This design comes from an exercise in tuning for small area and a short achievable clock period on the open sky130 flow, not from production work.
Function was checked by simulation only, so behaviour that the tests miss may differ from the original.

## flow/design.v (module list and top-level ports; edited modules follow where they fit)
// module ALU: 40 lines
// module BENC: 31 lines
// module MUL32LO: 2018 lines
// module ENC: 5 lines
// module BSEL: 3 lines
// module XOR2: 3 lines
// module AND2: 3 lines
// module XOR3: 3 lines
// module MAJ: 3 lines
// module AO21: 3 lines
// module HA: 4 lines
// module ALUControl: 34 lines
// module Control: 52 lines
// module RegisterFile: 16 lines
// module RFBIT: 15 lines
// module AOI222: 3 lines
// module CPU: 293 lines
// module MUX2: 3 lines
// module A21O: 3 lines
module CPU(
	input  reset                        ,
	input  clk                          ,
	output [31:0] imem_addr             ,
	input  [31:0] imem_data             ,
	output        dmem_re               ,
	output        dmem_we               ,
	output [31:0] dmem_addr             ,
	output [31:0] dmem_wdata            ,
	input  [31:0] dmem_rdata
);
  // ...
==> flow/flow/run.sh <==
#!/bin/bash
# The standard layout (the standard.sh, with the standard synthesis), with
# two changes to how the layout is optimised; the clock period and the
# constraints are the design's:
# - a larger setup margin for the resizer's timing repair, so that it keeps
#   improving the critical paths beyond what the clock period requires;
# - the port buffers (every input and output still gets one) are buf_4
#   instead of the default clkdlybuf4s50_1 delay cell.
set -euo pipefail
export SETUP_SLACK_MARGIN=8
export BUFFER_PORTS_ARGS="-inputs -outputs -buffer_cell sky130_fd_sc_hd__buf_4"
bash standard.sh > standard_flow.log 2>&1
==> flow/standard.sh <==
#!/bin/bash
# synth_recipe.tcl (not shown) runs the flow's synth.tcl, then flattens the netlist and writes it again
# the make line also repeats each setting of config.mk as NAME=value (left out here)
make -C /OpenROAD-flow-scripts/flow DESIGN_CONFIG=/design/flow/config.mk WORK_HOME=/design/flow/orfs CLKGATE_MAP_FILE= SYNTH_SCRIPT=/design/flow/synth_recipe.tcl "${@:-finish}"
==> flow/config.mk <==
export PLATFORM = sky130hd
export DESIGN_NAME = CPU
export DESIGN_NICKNAME = CPU
export VERILOG_FILES = /design/flow/design.v
export SDC_FILE = /design/flow/constraint.sdc
export NUM_CORES = 4
export LEC_CHECK = 0
export CAP_MARGIN = 0
export CORE_MARGIN = 2
export CORE_UTILIZATION = 50
export CTS_BUF_LIST = sky130_fd_sc_hd__clkbuf_8
export CTS_CLUSTER_DIAMETER = 50
export CTS_CLUSTER_SIZE = 14
export PLACE_DENSITY = 0.6
export SLEW_MARGIN = 0
export SYNTH_HIERARCHICAL = 1
export SYNTH_MINIMUM_KEEP_SIZE = 0
==> flow/constraint.sdc <==
create_clock -name core_clock -period 13.0 [get_ports {clk}]
set_input_delay 2.6000 -clock core_clock [delete_from_list [all_inputs] [get_ports {clk}]]
set_output_delay 2.6000 -clock core_clock [all_outputs]
set_load 0.01 [all_outputs]
==> metrics.md, run 1 <==
| Metric | Value |
|---|---|
| Top Layer Used | met5 |
| Fraction of area in multi-input gates | 0.4598 |
| Die X | approximately 420 microns |
| WHS Path Cells | 0 |
| Slew headroom | 0.1081 |
| Outcome | timing/DRC/antenna clean |
| Post-synthesis sequential area ratio | 0.4772 |
| Vias in the first global route | 65,967 |
| Largest register FFs | 992 |
| DRT Wirelength | 366,500 microns |
| Final slew viol count | 0 |
| Count leader, synth | edfxtp_1 |
| Synth Warn # | 10 |
| Met3 WL | 44,140 microns |
| CP startpoint | IDEX_in1[4] |
| CTS root buf | clkbuf_8 |
| Commonest cells after routing, fill and taps aside | 992 x edfxtp_1, 643 x a222oi_1, 465 x buf_4 |
| Post-CTS setup buffers | 52 |
| Routed vias | 70,507 |
| XOR/XNOR Fraction of Synth Area | 0.1120 |
| Tightest Pin Transition | 1336 ps |
| IO buf count | 163 |
==> run 2: changes to the inputs <==
--- a/flow/config.mk
+++ b/flow/config.mk
@@ -7,11 +7,11 @@
 export LEC_CHECK = 0
 export CAP_MARGIN = 0
 export CORE_MARGIN = 2
-export CORE_UTILIZATION = 50
+export CORE_UTILIZATION = 58
 export CTS_BUF_LIST = sky130_fd_sc_hd__clkbuf_8
 export CTS_CLUSTER_DIAMETER = 50
 export CTS_CLUSTER_SIZE = 14
-export PLACE_DENSITY = 0.6
+export PLACE_DENSITY = 0.7
 export SLEW_MARGIN = 0
 export SYNTH_HIERARCHICAL = 1
 export SYNTH_MINIMUM_KEEP_SIZE = 0
==> metrics.md, run 2 <==
| Metric | Value |
|---|---|
| Commonest cells after routing, fill and taps aside | 992 x edfxtp_1, 643 x a222oi_1, 484 x buf_4 |
| Slew headroom | 0.05000 (-0.05805) |
| Max incr delay on CP | 450 ps |
| CP Capture Type | flop |
| CP Data Arrival Time | 5960 ps |
| XOR/XNOR Fraction of Synth Area | 0.1120 (unchanged) |
| CP bufs+invs | 1 |
| Layout area overhead | 12.80% |
| First-pass GRT wire length | around 480,000 microns |
| CTS root buf | clkbuf_8 |
| Crit path depth | 19 |
| Clock-pin slew on the worst setup and hold paths | 90 ps |
| Fin cells | 9,517 |
| Routed vias | 71,773 (+1.8%) |
| First DRT Iteration DRCs | 13,915 |
| Post-synth top cells | 992 x edfxtp_1, 643 x a222oi_1, 443 x dfxtp_1 |
| Dpl cells | 9,032 |
| HPWL after DPL | 231,500 microns |
| H-Tree Depth | 4 |
| Yosys top cell area share | 0.3445 |
| Outcome | timing/DRC/antenna clean |
| Slowest CP cell | xor3_1 |
| Multiplexer share of the synthesized area | 0.04909 |
| Per-cell routed wire length | between 30 and 40 microns |
| Seq cells post-synth | around 1,500 |
| Routability cong. | about 1.1 |
| GRT Overall Usage | 0.4444 |
| Hold-fix buffers at CTS | 0 |
| Clock sinks | 1,539 |
| Critical Path Start Type | flop |
| Ranking of synthesized cells by area | edfxtp_1 34%, dfxtp_1 10%, a222oi_1 7.4% |
| Global route overflow | 0 |
| IO buf count | 163 (unchanged) |
| EDFF count, synth | 992 |
| Synth Flop Type | edfxtp_1 |
| Synth Warn # | 10 (unchanged) |
| Yosys top cell by area | edfxtp_1 |
| Commonest non-fill, non-tap cell in the layout | edfxtp_1 |
| Ports | 164 |
| DR DRC count | 0 |
| Largest family of logic cells by synthesized area | compound AO/OA/AOI/OAI gates |
| Die X | 390.1 microns (-7.1%) |
| R2r endpoint | IDEX_mtwo[23] |
| Final slew viol count | 0 (unchanged) |
| Fillers | ~11,000 |
| Hold Path Class | flop to flop |
| Sequence of cells on the critical path | buf_12, a22oi_2, xor2_2, maj3_2, xor3_1, maj3_2, maj3_2, maj3_2, xor3_1, ha_4, and2_1, and2_1, and2_1, and2_1, a21o_1, xor2_4, a21o_4, nand2b_1, o22ai_2 |
| Die area | 0.1522 sq mm |
| Final Cell Area | between 0.09 and 0.1 sq mm |
| Layout Utilization | 0.6598 |
| Cts bufs inserted | between 150 and 200 |
| Mapped cell area | ~0.086 sq mm |
| Nets | just under 8,000 |
| Critical path class | flop to flop |
| Latest clock arrival within the worst-skew pair | 980 ps |
| Hold endpoint | EXMEM_MemRead |
| Die height | 390.1 microns |
| Syn avg cell area | 12.41 sq um |
| Pin count of the biggest net entering global routing | between 60 and 70 |
| Largest reg by FF count | RF_data |
| Post-layout minimum cycle time | 5130 ps |
| Post-synthesis sequential area ratio | 0.4772 (unchanged) |
| MaxCap Viol Count | 0 |
| Total core area | between 0.1 and 0.15 sq mm |
| Cells after Synth | 6,966 |
| DRT Wirelength | 353,100 microns (-3.6%) |
| HP Start | IDEX_MemRead |
| Area of placed instances | 0.09098 sq mm |
| Largest register FFs | 992 (unchanged) |
| DR vias/cell | approximately 7.5 |
| Crit share post-route | 0.3946 |
| Synth Area in Simple Gates | 0.08288 |
| Distinct cells, synth | 111 |
| RR Startpoint | IDEX_in1[6] |
| Ratio of cells with drive above 1 in the final layout | 0.2389 |
| Worst-path fanout max | 11 |
| Reg2Reg Depth | 19 |
| Max frequency | 194.9 MHz |
| Setup violators final | 0 |
| Vias in the first global route | 66,650 (+1.0%) |
| Post-route antenna net violation count | 0 |
| Post-synthesis compound-gate area fraction | 0.2082 |
| Count leader, synth | edfxtp_1 |
| CTS tree | built |
| Post-Synth Adder-Cell Area | 0.05319 |
| CTS Buffer Depth | 3 |
| Tightest Pin Transition | 1410 ps (+74.01 ps) |
| Clock skew | 81.71 ps |
| WHS Path Cells | 0 (unchanged) |
| Drt pass-1 iters | 14 |
| CP delay by family, top | adder cells |
| RSZ-0062 raised after global routing | yes |
| Initial antenna violation count | 18 |
| Ys async rst share | 0.06758 |
| Num rows | 141 |
| Starting Density | 0.5849 |
| R2R setup slack | 7870 ps |
| Fin. Hold Viols | 0 |
| TNS Setup | 0 ps |
| CP required | 13,830 ps |
[run 2: per-module statistics from Yosys, one instance, submodules excluded, excerpt]
module	flops+latches	cells inside	cell area, sq um
BSEL	0	2	21.27
BENC	0	1	3.754
MUL32LO	0	19	80.08
HA	0	1	12.51
MAJ	0	1	11.26
A21O	0	1	7.507
AO21	0	1	7.507
XOR3	0	1	23.77
AOI222	0	1	10.01
Control	0	64	426.7
AND2	0	1	6.256
ALU	0	885	6491
[run 2: kinds of logic after synthesis]
logic type	after synthesis
fa+ha+maj	386
mux	348
other cells	2
simple gates	1454
xor+xnor	746
flops	1539
compound gates	2115
buf+inv	376
[run 2: worst max path at each step]
stage	start	endpoint	slack, ps
2_1_floorplan	IDEX_in1[9]	IDEX_mtwo[22]	8000
3_3_place_gp	IDEX_in1[17]	IDEX_mtwo[23]	6970
3_5_place_dp	IDEX_in1[17]	IDEX_mtwo[23]	6900
4_1_cts	IDEX_mone[1]	IDEX_mtwo[23]	7860
5_1_grt	IDEX_in1[6]	IDEX_mtwo[23]	7740
6_report	IDEX_in1[6]	IDEX_mtwo[23]	7870
[run 2: cell type report]
class / count / area (sq um) / share of cell area
clock buffer: 172 / 2367 / 0.02427
clock inverter: 118 / 947.2 / 0.009711
tap: 1930 / 2415 / 0.02476
multi-input combinational: 5074 / 45190 / 0.4634
inverter: 144 / 548.0 / 0.005619
antenna: 10 / 25.02 / 0.0002566
sequential: 1539 / 41500 / 0.4255
timing repair buffer: 530 / 4543 / 0.04658
[run 2: timing repair]
action | in CTS | in global routing
endpoints found under the setup margin | 137 | 88
pin swaps | 22 | 50
gates cloned | 4 | 6
gates resized for setup | 228 | 130
buffers inserted | 74 | 101
[run 2: metrics by stage]
step / hold slack (ps) / setup slack, ps
2_1_floorplan: 331.2 / 8004
3_3_place_gp: 331.6 / 6975
3_5_place_dp: 339.5 / 6902
4_1_cts: 356.8 / 7859
5_1_grt: 349.3 / 7738
6_report: 348.5 / 7870
[run 2: metal layers]
| metal | vias to the layer above | routed length (microns) | global-route usage | part of all wire |
|---|---|---|---|---|
| met5 | - | 206 | 0.004466 | 0.00058 |
| met2 | 6415 | 145100 | 0.6301 | 0.41 |
| li1 | 29131 | - | - | - |
| met4 | 18 | 26640 | 0.2663 | 0.075 |
| met1 | 35040 | 124400 | 0.5843 | 0.35 |
| met3 | 1169 | 56840 | 0.1577 | 0.16 |
==> run 3: changes to the inputs <==
--- a/flow/flow/run.sh
+++ b/flow/flow/run.sh
@@ -7,6 +7,6 @@
 # - the port buffers (every input and output still gets one) are buf_4
 #   instead of the default clkdlybuf4s50_1 delay cell.
 set -euo pipefail
-export SETUP_SLACK_MARGIN=8
+export SETUP_SLACK_MARGIN=8.5
 export BUFFER_PORTS_ARGS="-inputs -outputs -buffer_cell sky130_fd_sc_hd__buf_4"
 bash standard.sh > standard_flow.log 2>&1
--- a/flow/config.mk
+++ b/flow/config.mk
@@ -7,11 +7,11 @@
 export LEC_CHECK = 0
 export CAP_MARGIN = 0
 export CORE_MARGIN = 2
-export CORE_UTILIZATION = 58
+export CORE_UTILIZATION = 50
 export CTS_BUF_LIST = sky130_fd_sc_hd__clkbuf_8
 export CTS_CLUSTER_DIAMETER = 50
 export CTS_CLUSTER_SIZE = 14
-export PLACE_DENSITY = 0.7
+export PLACE_DENSITY = 0.6
 export SLEW_MARGIN = 0
 export SYNTH_HIERARCHICAL = 1
 export SYNTH_MINIMUM_KEEP_SIZE = 0
==> metrics.md, run 3 <==
| Metric | Value |
|---|---|
| Ports | 164 (unchanged) |
| Post-layout minimum cycle time | 5006 ps (-124.1 ps) |
| Cells after Synth | 6,966 (unchanged) |
| Fin cells | 9,981 (+4.9%) |
| Hold Slack | 354.2 ps (+5.681 ps) |
| FF/Latch Area | 0.04153 sq mm (about the same) |
| First-pass GRT wire length | 507,100 microns (+4.7%) |
| Die X | 419.9 microns (+7.6%) |
| Commonest non-fill, non-tap cell in the layout | edfxtp_1 |
| IO buf count | 163 (unchanged) |
| Vias in the first global route | 67,145 (+0.74%) |
| Count leader, synth | edfxtp_1 |
| Ratio of cells with drive above 1 in the final layout | 0.2662 (+0.02732) |
| Max frequency | 199.8 MHz (+2.5%) |
| XOR/XNOR Fraction of Synth Area | 0.1120 (unchanged) |
| Crit share post-route | 0.3851 (-0.009547) |
| Critical path class | flop to flop |
| Yosys top cell area share | 0.3445 (unchanged) |
| Hold Path Class | flop to flop |
| Mapped cell area | 0.08647 sq mm (unchanged) |
| CP Capture Type | flop |
| CTS root buf | clkbuf_8 |
| Seq cells post-synth | 1,539 (unchanged) |
| Initial antenna violation count | 23 (+5) |
| Clock sinks | 1,539 (unchanged) |
| Synth Warn # | 10 (unchanged) |
| Slew headroom | 0.1156 (+0.06556) |
| Pre-CTS WS | 6948 ps (+45.64 ps) |
| Fillers | 14,102 (+27%) |
| Hold-fix buffers at CTS | 0 (unchanged) |
| First DRT Iteration DRCs | 13,311 (-4.3%) |
| Max incr delay on CP | 490 ps (+40 ps) |
| Crit path top cell by count | a21o_1 |
| Total core area | 0.1717 sq mm (+16%) |
| Ys async rst share | 0.06758 (unchanged) |
| Syn avg cell area | 12.41 sq um (unchanged) |
| Setup violators final | 0 (unchanged) |
| Clock skew | 104.1 ps (+22.40 ps) |
| Critical Path Start Type | flop |
| TNS Setup | 0 ps (unchanged) |
| Post-synthesis sequential area ratio | 0.4772 (unchanged) |
| CP Data Arrival Time | 5880 ps (-80 ps) |
| Starting Density | 0.5035 (-0.08139) |
| Nets | 7,778 (+0.93%) |
| Largest family of logic cells by synthesized area | compound AO/OA/AOI/OAI gates |
| Tightest Pin Transition | 1325 ps (-85.25 ps) |
| Routed vias | 71,127 (-0.90%) |
| Die area | 0.1763 sq mm (+16%) |
| Synth Flop Type | edfxtp_1 |
| Commonest cells after routing, fill and taps aside | 992 x edfxtp_1, 643 x a222oi_1, 487 x buf_4 |
| DR DRC count | 0 (unchanged) |
| Post-Synth Adder-Cell Area | 0.05319 (unchanged) |
| Post-synthesis compound-gate area fraction | 0.2082 (unchanged) |
| Drt pass-1 iters | 13 (-1) |
| Largest reg by FF count | RF_data |
| DRT Wirelength | 370,100 microns (+4.8%) |
| Dpl cells | 9,349 (+3.5%) |
| Ranking of synthesized cells by area | edfxtp_1 34%, dfxtp_1 10%, a222oi_1 7.4% |
| Worst-path fanout max | 8 (-3) |
| Final slew viol count | 0 (unchanged) |
| Post-synth top cells | 992 x edfxtp_1, 643 x a222oi_1, 443 x dfxtp_1 |
| Outcome | timing/DRC/antenna clean |
| Fin worst setup slack | 7994 ps (+124.1 ps) |
| WHS Path Cells | 0 (unchanged) |
| MaxCap Viol Count | 0 (unchanged) |
| Global route overflow | 0 (unchanged) |
| Synth Area in Simple Gates | 0.08288 (unchanged) |
| Sequence of cells on the critical path | buf_4, a22oi_2, xor2_1, maj3_2, maj3_2, xor3_1, xor3_1, buf_4, maj3_2, ha_4, and2_4, a21o_1, a21o_1, a21o_1, a21o_1, xor2_2, a21o_1, nand2b_4, o22ai_2 |
| Multiplexer share of the synthesized area | 0.04909 (unchanged) |
| Largest register FFs | 992 (unchanged) |
| CTS tree | built |
| Reg2Reg Depth | 19 (unchanged) |
| H-Tree Depth | 4 (unchanged) |
| CP required | 13,880 ps (+50 ps) |
| Num rows | 152 (+7.8%) |
| DR vias/cell | 7.126 (-5.5%) |
| Layout Utilization | 0.5820 (-0.07779) |
| Cts bufs inserted | 165 (+2.5%) |
| Pin count of the biggest net entering global routing | 69 (+6.2%) |
| Per-cell routed wire length | 37.08 microns (about the same) |
| Distinct cells, synth | 111 (unchanged) |
| Latest clock arrival within the worst-skew pair | 1030 ps (+50 ps) |
| Area of the multi-input gates | 0.04593 sq mm (+1.6%) |
| EDFF count, synth | 992 (unchanged) |
| Layout area overhead | 15.58% |
| Die height | 419.9 microns (+7.6%) |
| Post-route antenna net violation count | 0 (unchanged) |
| RSZ-0062 raised after global routing | yes |
| Slowest CP cell | dfxtp_4 |
| CTS Buffer Depth | 3 (unchanged) |
| Yosys top cell by area | edfxtp_1 |
| HPWL after DPL | 236,200 microns (+2.1%) |
| Clock-pin slew on the worst setup and hold paths | 90 ps (about the same) |
| Routability cong. | 0.9959 (-6.4%) |
| GRT Overall Usage | 0.4046 (-0.03984) |
| Fin. Hold Viols | 0 (unchanged) |
[run 3: cell types whose count changed in the layout (fill, tap and decap cells not counted), sizes merged]
| cell | delta |
|---|---|
| and3 | +6 |
| buf | +64 |
| bufinv | +7 |
| clkbuf | +2 |
| clkinvlp | -1 |
| diode | +5 |
| inv | +1 |
[run 3: through the flow]
| step | instance area [sq um] |
|---|---|
| finish | 99940 |
| floorplan | 87200 |
| detailed placement | 91510 |
| global placement | 91510 |
| global route | 99920 |
| CTS | 98850 |
[run 3: what timing repair did]
item,in CTS,in global routing
setup buffers,239,64
setup endpoints to repair,187,160
pin swaps,91,51
cloned,5,8
gates resized for setup,312,100
[run 3: per-module statistics from Yosys, one instance, submodules excluded, excerpt]
module	cells	copies in the design	cell area (sq um)
CPU	3528	1	53420
BENC	1	1	3.754
RFBIT	4	64	27.53
ENC	5	24	35.03
MUL32LO	19	1	80.08
MAJ	1	196	11.26
AND2	1	123	6.256
AO21	1	124	7.507
HA	1	31	12.51
BSEL	2	272	21.27
ALUControl	36	1	230.2
XOR3	1	210	23.77
[run 3: logic make-up (layout without fill, tap and decap cells)]
logic type | Yosys count | count (layout)
other | 2 | 38
flip-flops | 1539 | 1539
AO/OA/AOI/OAI | 2115 | 2116
AND/OR/NAND/NOR | 1454 | 1461
XOR/XNOR | 746 | 746
buffers and inverters | 376 | 1037
multiplexers | 348 | 348
adder cells (fa/ha/maj) | 386 | 386
[run 3: per-layer routing]
metal	track usage	vias to the layer above	routed length, microns
li1	-	29317	-
met1	0.5232	35289	135900
met2	0.6037	5297	159300
met3	0.1014	1216	45230
met4	0.2627	8	29570
met5	0	-	54
[run 3: area by class of cell]
type / instances / share of cell area
repair buffers: 592 / 0.05413
well taps: 2310 / 0.02892
flip-flops and latches: 1539 / 0.4156
clock inverters: 125 / 0.01172
inverters: 144 / 0.005483
multi-input cells: 5080 / 0.4596
diodes: 15 / 0.0003756
clock buffers: 176 / 0.02424
[run 3: path summary, 6_finish.rpt]
check / endpoint / slack [ps] / startpoint
worst max-delay path: IDEX_mtwo[21] / 7990 / IDEX_in1[19]
worst min-delay path: EXMEM_MemtoReg[1] / 350 / IDEX_MemtoReg[1]
worst min register to register: EXMEM_MemtoReg[1] / 350 / IDEX_MemtoReg[1]
max in group asynchronous: EXMEM_MemRead / 9790 / reset
worst max register to register: IDEX_mtwo[21] / 7990 / IDEX_in1[19]
min in group asynchronous: PC[14] / 1730 / reset
[run 3: critical path: cells and delay by family (launching register included)]
family / cells / cell delay, ps
adder cells (fa/ha/maj): 4 / 1300
AND/OR/NAND/NOR: 2 / 300
XOR/XNOR: 4 / 1320
flip-flops: 1 / 490
buffers and inverters: 2 / 320
AO/OA/AOI/OAI: 7 / 1150
==> module BSEL, before the edit <==
module BSEL(input one, input two, input nneg, input x, input y, output p);
	assign p = ~(((one & x) | (two & y)) ^ nneg);
endmodule
==> run 4: changes to the inputs <==
--- a/flow/design.v
+++ b/flow/design.v
@@ -2093,7 +2093,12 @@
 	assign nneg = ~x2;
 endmodule
 module BSEL(input one, input two, input nneg, input x, input y, output p);
-	assign p = ~(((one & x) | (two & y)) ^ nneg);
+	wire s;
+	AO22 u(.a(one), .b(x), .c(two), .d(y), .y(s));
+	assign p = ~(s ^ nneg);
+endmodule
+module AO22(input a, input b, input c, input d, output y);
+	assign y = (a & b) | (c & d);
 endmodule
 module XOR2(input a, input b, output y);
 	assign y = a ^ b;
--- a/flow/flow/run.sh
+++ b/flow/flow/run.sh
@@ -7,6 +7,6 @@
 # - the port buffers (every input and output still gets one) are buf_4
 #   instead of the default clkdlybuf4s50_1 delay cell.
 set -euo pipefail
-export SETUP_SLACK_MARGIN=8.5
+export SETUP_SLACK_MARGIN=8
 export BUFFER_PORTS_ARGS="-inputs -outputs -buffer_cell sky130_fd_sc_hd__buf_4"
 bash standard.sh > standard_flow.log 2>&1
==> metrics.md, run 4 <==
| Metric | Value |
|---|---|
| Outcome | timing/DRC/antenna clean |
| CP required | 13,930 ps (+50 ps) |
| Hold Path Class | flop to flop |
| Routed vias | 70,091 (-1.5%) |
| Total core area | 0.1697 sq mm (-1.2%) |
| Routability cong. | 1.013 (+1.7%) |
| Critical Path Start Type | input port |
| Slowest CP cell | and3_1 |
| Hold-fix buffers at CTS | 0 (unchanged) |
| Yosys top cell by area | edfxtp_1 |
| Drt pass-1 iters | 14 (+1) |
| CTS tree | built |
| Starting Density | 0.5037 (about the same) |
| DR DRC count | 0 (unchanged) |
| Layout Utilization | 0.5684 (-0.01362) |
| CTS root buf | clkbuf_8 |
| Cts bufs inserted | 164 (-0.61%) |
| Per-cell routed wire length | 37.25 microns (+0.46%) |
| Ratio of cells with drive above 1 in the final layout | 0.1973 (-0.06886) |
| Sequence of cells on the critical path | buf_4, nor2b_1, and3_1, buf_4, a222oi_1, nand4_1, a2111o_1, mux2_2 |
| Pin count of the biggest net entering global routing | 73 (+5.8%) |
| DR vias/cell | 7.197 (+0.99%) |
| Post-layout minimum cycle time | 5050 ps (+43.57 ps) |
| Latest clock arrival within the worst-skew pair | 1000 ps (-30 ps) |
| EDFF count, synth | 992 (unchanged) |
| Worst-path fanout max | 19 (+11) |
| Initial antenna violation count | 21 (-8.7%) |
| Crit path top cell by count | buf_4 |
| GRT Overall Usage | 0.3996 (-0.004990) |
| Crit share post-route | 0.3884 (+0.003352) |
| Die X | 417.4 microns (-0.59%) |
| Largest register FFs | 992 (unchanged) |
| Cells after Synth | 6,966 (unchanged) |
| Ports | 164 (unchanged) |
| Num rows | 151 (-0.66%) |
| Post-synth top cells | 992 x edfxtp_1, 643 x a222oi_1, 443 x dfxtp_1 |
| CP Data Arrival Time | 5980 ps (+100 ps) |
| Die height | 417.4 microns (-0.59%) |
| First-pass GRT wire length | 497,100 microns (-2.0%) |
| Slew headroom | 0.09619 (-0.01937) |
| Post-synthesis sequential area ratio | 0.4829 (+0.005701) |
| MaxCap Viol Count | 0 (unchanged) |
| HPWL after DPL | 240,100 microns (+1.6%) |
| CTS Buffer Depth | 3 (unchanged) |
| Clock sinks | 1,539 (unchanged) |
| Synth Warn # | 10 (unchanged) |
| Syn avg cell area | 12.27 sq um (-1.2%) |
| DRT Wirelength | 362,800 microns (-2.0%) |
| CP bufs+invs | 2 (unchanged) |
| CP Capture Type | flop |
| Synth Flop Type | edfxtp_1 |
| Yosys top cell area share | 0.3486 (+0.004116) |
| TNS Setup | 0 ps (unchanged) |
| Global route overflow | 0 (unchanged) |
| Seq cells post-synth | 1,539 (unchanged) |
| Clock-pin slew on the worst setup and hold paths | 90 ps (about the same) |
| Commonest non-fill, non-tap cell in the layout | edfxtp_1 |
| CP delay by family, top | simple AND/OR/NAND/NOR gates |
| Nets | 7,646 (-1.7%) |
| Ranking of synthesized cells by area | edfxtp_1 35%, dfxtp_1 10%, a222oi_1 7.5% |
| Distinct cells, synth | 110 (-0.90%) |
| H-Tree Depth | 4 (unchanged) |
| Vias in the first global route | 65,315 (-2.7%) |
| Max incr delay on CP | 950 ps (+460 ps) |
| Clock skew | 74.19 ps (-29.93 ps) |
| RSZ-0062 raised after global routing | yes |
| Count leader, synth | edfxtp_1 |
| Setup violators final | 0 (unchanged) |
| IO buf count | 163 (unchanged) |
| Critical path class | input port to flop |
| Largest reg by FF count | RF_data |
| First DRT Iteration DRCs | 13,136 (-1.3%) |
| Layout area overhead | 12.84% |
| Post-route antenna net violation count | 0 (unchanged) |
| Max frequency | 198.0 MHz (-0.86%) |
| Die area | 0.1742 sq mm (-1.2%) |
| Commonest cells after routing, fill and taps aside | 992 x edfxtp_1, 643 x a222oi_1, 423 x buf_4 |
| Tightest Pin Transition | 1354 ps (+29.02 ps) |
| Fin. Hold Viols | 0 (unchanged) |
| Final slew viol count | 0 (unchanged) |
| Mapped cell area | 0.08545 sq mm (-1.2%) |
| Ys async rst share | 0.06758 (unchanged) |
run 4: cell types whose count changed in the layout (fill, tap and decap cells not counted), sizes merged, moves of 5 or more:
cell / change
xnor2: +272
a22oi: -272
inv: -18
a22o: +272
and3: -6
xor2: -272
buf: -132
bufinv: -5
clkbuf: +7
run 4: area by class of cell:
class	instances	area [sq um]
Multi-Input combinational cell	5074	44180
Antenna cell	16	40.04
Inverter	144	548.0
Sequential cell	1539	41420
Clock inverter	105	980.9
Timing Repair Buffer	467	4064
Fill cell	14321	73230
Clock buffer	176	2422
Tap cell	2218	2775
run 4: metrics by stage:
stage | hold slack (ps) | cell area, sq um | setup slack [ps] | std cells
finish | 354.1 | 96430 | 7950 | 9739
global route | 370.8 | 96390 | 7789 | 9725
CTS | 355.9 | 94910 | 7903 | 9647
detailed placement | 337.0 | 90470 | 7000 | 9339
global placement | 331.7 | 90470 | 7087 | 9339
floorplan | 331.2 | 85540 | 8007 | 6987
run 4: worst reg2reg max path: stages, from the launching register on:
cell and delay, ps:
dfxtp_4 360, buf_12 140, buf_4 170, buf_4 140, a22o_1 200, xnor2_2 270, xor2_2 220, xor3_1 270
xor3_1 450, xor3_1 460, xor3_1 430, ha_4 280, a21o_1 200, a21o_1 170, a21o_1 160, a21o_1 150
a21o_1 210, xor2_4 190, a21o_1 240, nand2b_1 180, o22ai_2 130
run 4: cells by family after synthesis:
logic type / Yosys count / synth area share
AND/OR/NAND/NOR: 1454 / 0.08387
flip-flops: 1539 / 0.4829
buffers and inverters: 376 / 0.01754
other: 2 / 0.00008789
XOR/XNOR: 746 / 0.1134
AO/OA/AOI/OAI: 2115 / 0.1988
multiplexers: 348 / 0.04968
adder cells (fa/ha/maj): 386 / 0.05382
run 4: repair_timing:
item                       in CTS  in global routing
resized for setup             175                159
setup endpoints to repair     134                 80
pin swaps                      26                 77
cloned                          4                  8
setup buffers                  23                 68
run 4: worst paths after layout:
| check | start | end | slack (ps) | cells after the start |
|---|---|---|---|---|
| worst max-delay path | imem_data[16] | IFID_rd2[13] | 7950 | 8 |
| worst min-delay path | IFID_RegWrite | IDEX_RegWrite | 350 | 0 |
| max in group asynchronous | reset | RF_valid[27] | 9690 | 3 |
| min in group asynchronous | reset | PC[12] | 1760 | 2 |
| worst min register to register | IFID_RegWrite | IDEX_RegWrite | 350 | 0 |
| worst max register to register | IDEX_in1[8] | IDEX_mtwo[22] | 7960 | 20 |
run 4: metal layers:
| layer | GRT usage | vias to the layer above | wire (microns) | part of all wire |
|---|---|---|---|---|
| met3 | 0.1056 | 984 | 47130 | 0.13 |
| met5 | 0 | - | 121 | 0.00033 |
| met1 | 0.5417 | 34724 | 138400 | 0.38 |
| li1 | - | 29102 | - | - |
| met4 | 0.2023 | 18 | 22350 | 0.062 |
| met2 | 0.5910 | 5263 | 154800 | 0.43 |
run 4: per-module statistics from Yosys, one instance, submodules excluded, a selection:
module,cells,flops+latches,times used,area [sq um]
XOR2,1,0,61,8.758
MUX2,1,0,32,15.01
ALUControl,36,0,1,230.2
AOI222,1,0,640,10.01
AO21,1,0,124,7.507
RFBIT,4,0,64,27.53
ALU,885,0,1,6491
MUL32LO,19,0,1,80.08
AO22,1,0,272,8.758
==> run 5: changes to the inputs <==
--- a/flow/flow/run.sh
+++ b/flow/flow/run.sh
@@ -7,6 +7,6 @@
 # - the port buffers (every input and output still gets one) are buf_4
 #   instead of the default clkdlybuf4s50_1 delay cell.
 set -euo pipefail
-export SETUP_SLACK_MARGIN=8
+export SETUP_SLACK_MARGIN=8.5
 export BUFFER_PORTS_ARGS="-inputs -outputs -buffer_cell sky130_fd_sc_hd__buf_4"
 bash standard.sh > standard_flow.log 2>&1
==> metrics.md, run 5 <==
| Metric | Value |
|---|---|
| Die X | 417.4 microns (unchanged) |
| Yosys top cell area share | 0.3486 (unchanged) |
| Yosys top cell by area | edfxtp_1 |
| Starting Density | 0.5037 (unchanged) |
| Initial antenna violation count | 34 (+62%) |
| Outcome | timing/DRC/antenna clean |
| Tightest Pin Transition | 1305 ps (-48.86 ps) |
| RR Startpoint | IDEX_in1[12] |
| MaxCap Viol Count | 0 (unchanged) |
| Clock-pin slew on the worst setup and hold paths | 100 ps (about the same) |
| Per-cell routed wire length | 39.36 microns (+5.7%) |
| DRT Wirelength | 389,400 microns (+7.3%) |
| Post-synthesis sequential area ratio | 0.4829 (unchanged) |
| CP Capture Type | flop |
| Post-synth top cells | 992 x edfxtp_1, 643 x a222oi_1, 443 x dfxtp_1 |
| Hold-fix buffers at CTS | 0 (unchanged) |
| CP Data Arrival Time | 5910 ps (-70 ps) |
| Post-layout minimum cycle time | 5053 ps (+3.730 ps) |
| Largest register FFs | 992 (unchanged) |
| Mapped cell area | 0.08545 sq mm (unchanged) |
| Fin. Hold Viols | 0 (unchanged) |
| Hold Slack | 356.7 ps (+2.538 ps) |
| Ratio of cells with drive above 1 in the final layout | 0.2371 (+0.03977) |
| Synth Flop Type | edfxtp_1 |
| EDFF count, synth | 992 (unchanged) |
| Drt pass-1 iters | 14 (unchanged) |
| R2r endpoint | IDEX_mtwo[21] |
| HPWL after DPL | 237,200 microns (-1.2%) |
| Setup violators final | 0 (unchanged) |
| Layout area overhead | 16.13% |
| H-Tree Depth | 4 (unchanged) |
| Die area | 0.1742 sq mm (unchanged) |
| DR vias/cell | 7.386 (+2.6%) |
| First DRT Iteration DRCs | 15,387 (+17%) |
| Num rows | 151 (unchanged) |
| Syn avg cell area | 12.27 sq um (unchanged) |
| IO buf count | 163 (unchanged) |
| Cells after Synth | 6,966 (unchanged) |
| Clock skew | 78.52 ps (+4.330 ps) |
| Crit share post-route | 0.3887 (about the same) |
| Post-route antenna net violation count | 0 (unchanged) |
| RSZ-0062 raised after global routing | yes |
| Nets | 7,769 (+1.6%) |
| R2R setup slack | 7950 ps (about the same) |
| Latest clock arrival within the worst-skew pair | 1010 ps (about the same) |
| Hold endpoint | EXMEM_MemRead |
| Global route overflow | 0 (unchanged) |
| Seq cells post-synth | 1,539 (unchanged) |
| TNS Setup | 0 ps (unchanged) |
| First-pass GRT wire length | 513,900 microns (+3.4%) |
| Max frequency | 197.9 MHz (about the same) |
| Reg2Reg Depth | 18 (-10%) |
| Ranking of synthesized cells by area | edfxtp_1 35%, dfxtp_1 10%, a222oi_1 7.5% |
| Ports | 164 (unchanged) |
| HP Start | IDEX_MemRead |
| Routability cong. | 1.028 (+1.5%) |
| DR DRC count | 0 (unchanged) |
| Distinct cells, synth | 110 (unchanged) |
| Layout Utilization | 0.5849 (+0.01657) |
| CP required | 13,860 ps (-70 ps) |
| Routed vias | 73,052 (+4.2%) |
| Total core area | 0.1697 sq mm (unchanged) |
| Hold Path Class | flop to flop |
| WHS Path Cells | 0 (unchanged) |
| Die height | 417.4 microns (unchanged) |
| Largest reg by FF count | RF_data |
| Commonest non-fill, non-tap cell in the layout | edfxtp_1 |
| Worst-path fanout max | 6 (-13) |
| Cts bufs inserted | 164 (unchanged) |
| GRT Overall Usage | 0.4151 (+0.01554) |
| Slew headroom | 0.1288 (+0.03262) |
| Critical Path Start Type | flop |
| CTS root buf | clkbuf_8 |
| CTS Buffer Depth | 3 (unchanged) |
| Critical path class | flop to flop |
| Pin count of the biggest net entering global routing | 72 (-1.4%) |
| Vias in the first global route | 66,604 (+2.0%) |
| Ys async rst share | 0.06758 (unchanged) |
| CTS tree | built |
| Clock sinks | 1,539 (unchanged) |
| Synth Warn # | 10 (unchanged) |
| Commonest cells after routing, fill and taps aside | 992 x edfxtp_1, 643 x a222oi_1, 471 x buf_4 |
| Count leader, synth | edfxtp_1 |
| Final slew viol count | 0 (unchanged) |
run 5: cell types whose count changed in the layout (fill, tap and decap cells not counted), sizes merged:
cell      delta
and3        +22
buf        +105
bufbuf       +3
bufinv       +5
clkbuf       -6
clkinv       +4
clkinvlp     -1
diode       +19
o21ai        +1
run 5: cells by family (layout without fill, tap and decap cells):
kind of cell             after synthesis  after routing  synth area share
AND/OR/NAND/NOR                     1454           1477           0.08387
AO/OA/AOI/OAI                       2115           2117            0.1988
XOR/XNOR                             746            746            0.1134
multiplexers                         348            348           0.04968
adder cells (fa/ha/maj)              386            386           0.05382
other                                  2             58        0.00008789
buffers and inverters                376           1002           0.01754
flip-flops                          1539           1539            0.4829
run 5: worst max-delay path by stage:
| stage | start | end | cells past startpoint |
|---|---|---|---|
| after floorplan | imem_data[28] | PC[0] | 8 |
| after global placement | IDEX_in1[1] | IDEX_mtwo[23] | 19 |
| after detailed placement | IDEX_in1[1] | IDEX_mtwo[23] | 19 |
| after CTS | IDEX_in1[15] | IDEX_mone[21] | 20 |
| after global routing | IDEX_in1[15] | IDEX_mtwo[21] | 20 |
| final | IDEX_in1[12] | IDEX_mtwo[21] | 18 |
run 5: layout make-up:
type,instances,area (sq um)
multi-input combinational,5097,45460
clock buffer,178,2450
inverter,144,548.0
timing repair buffer,567,5314
fill,14114,70420
tap,2218,2775
antenna,35,87.58
sequential,1539,41490
clock inverter,113,1111
run 5: timing repair:
action                     in CTS  in global routing
setup buffers                 190                 96
setup endpoints to repair     181                181
gates resized for setup       303                181
cloned                          8                 25
pin swaps                      95                116
run 5: layer usage:
metal,part of all wire,up-vias,global-route usage
li1,-,29404,-
met1,0.37,36206,0.5586
met2,0.41,6153,0.5922
met3,0.15,1267,0.1344
met4,0.068,22,0.2268
met5,0.00065,-,0.002501
run 5: Yosys stat by module (local to each module, per instance), a selection:
module  cells inside  area (sq um)
XOR3               1         23.77
AOI222             1         10.01
MUX2               1         15.01
CPU             3528         53420
HA                 1         12.51
BENC               1         3.754
run 5: critical path, stage by stage, from the launching register on:
cell and delay (ps):
dfxtp_4 370, buf_12 150, a22o_4 270, xnor2_4 140
xor3_2 520, xor3_1 440, maj3_2 350, maj3_2 360
xor3_1 420, ha_4 280, and2_4 140, a21o_1 210
a21o_1 160, a21o_1 150, a21o_1 170, xor2_2 230
a21o_1 280, nand2b_4 170, o22ai_2 70
run 5: stage by stage:
step / worst slack [ps] / instances / cell area [sq um]
2_1_floorplan: 8153 / 6987 / 86060
3_3_place_gp: 7199 / 9246 / 90190
3_5_place_dp: 7220 / 9246 / 90190
4_1_cts: 8026 / 9735 / 97240
5_1_grt: 7856 / 9858 / 99160
6_report: 7947 / 9891 / 99240

==> what the ideal ports hide <==
Ports are ideal in the flow. The routed layouts listed here were re-timed in OpenROAD. Step 1: set_driving_cell puts a clkbuf_16 on clk and a buf_2 on each other input, an assumption about the parent block. Step 2 times the ports against the registers' clock, not the clock port: input delays grow and output delays shrink by t, the midpoint of the rising clock arrivals with the driver on. a / b / c = no drivers / after step 1 / after step 2; a / b = the first two.
| run | shift t [ns] | setup WS [ns] | worst setup path after step 2 | latest minus earliest clock arrival (ns) |
|---|---|---|---|---|
| run 1 | 1.034 | 7.978 / 7.978 / 7.070 | input to register | 0.099 / 0.098 |
| run 2 | 1.030 | 7.870 / 7.870 / 6.899 | input to register | 0.087 / 0.087 |
| run 3 | 1.085 | 7.994 / 7.994 / 7.286 | input to register | 0.112 / 0.113 |
| run 4 | 1.047 | 7.950 / 7.956 / 6.962 | input to register | 0.075 / 0.075 |
| run 5 | 1.051 | 7.947 / 7.947 / 7.192 | input to register | 0.090 / 0.090 |
After both steps setup and hold are still met in every run listed. The setup slack of run 4, which loses most, moves by +0.006 ns with the drivers and by -0.988 ns with both steps.
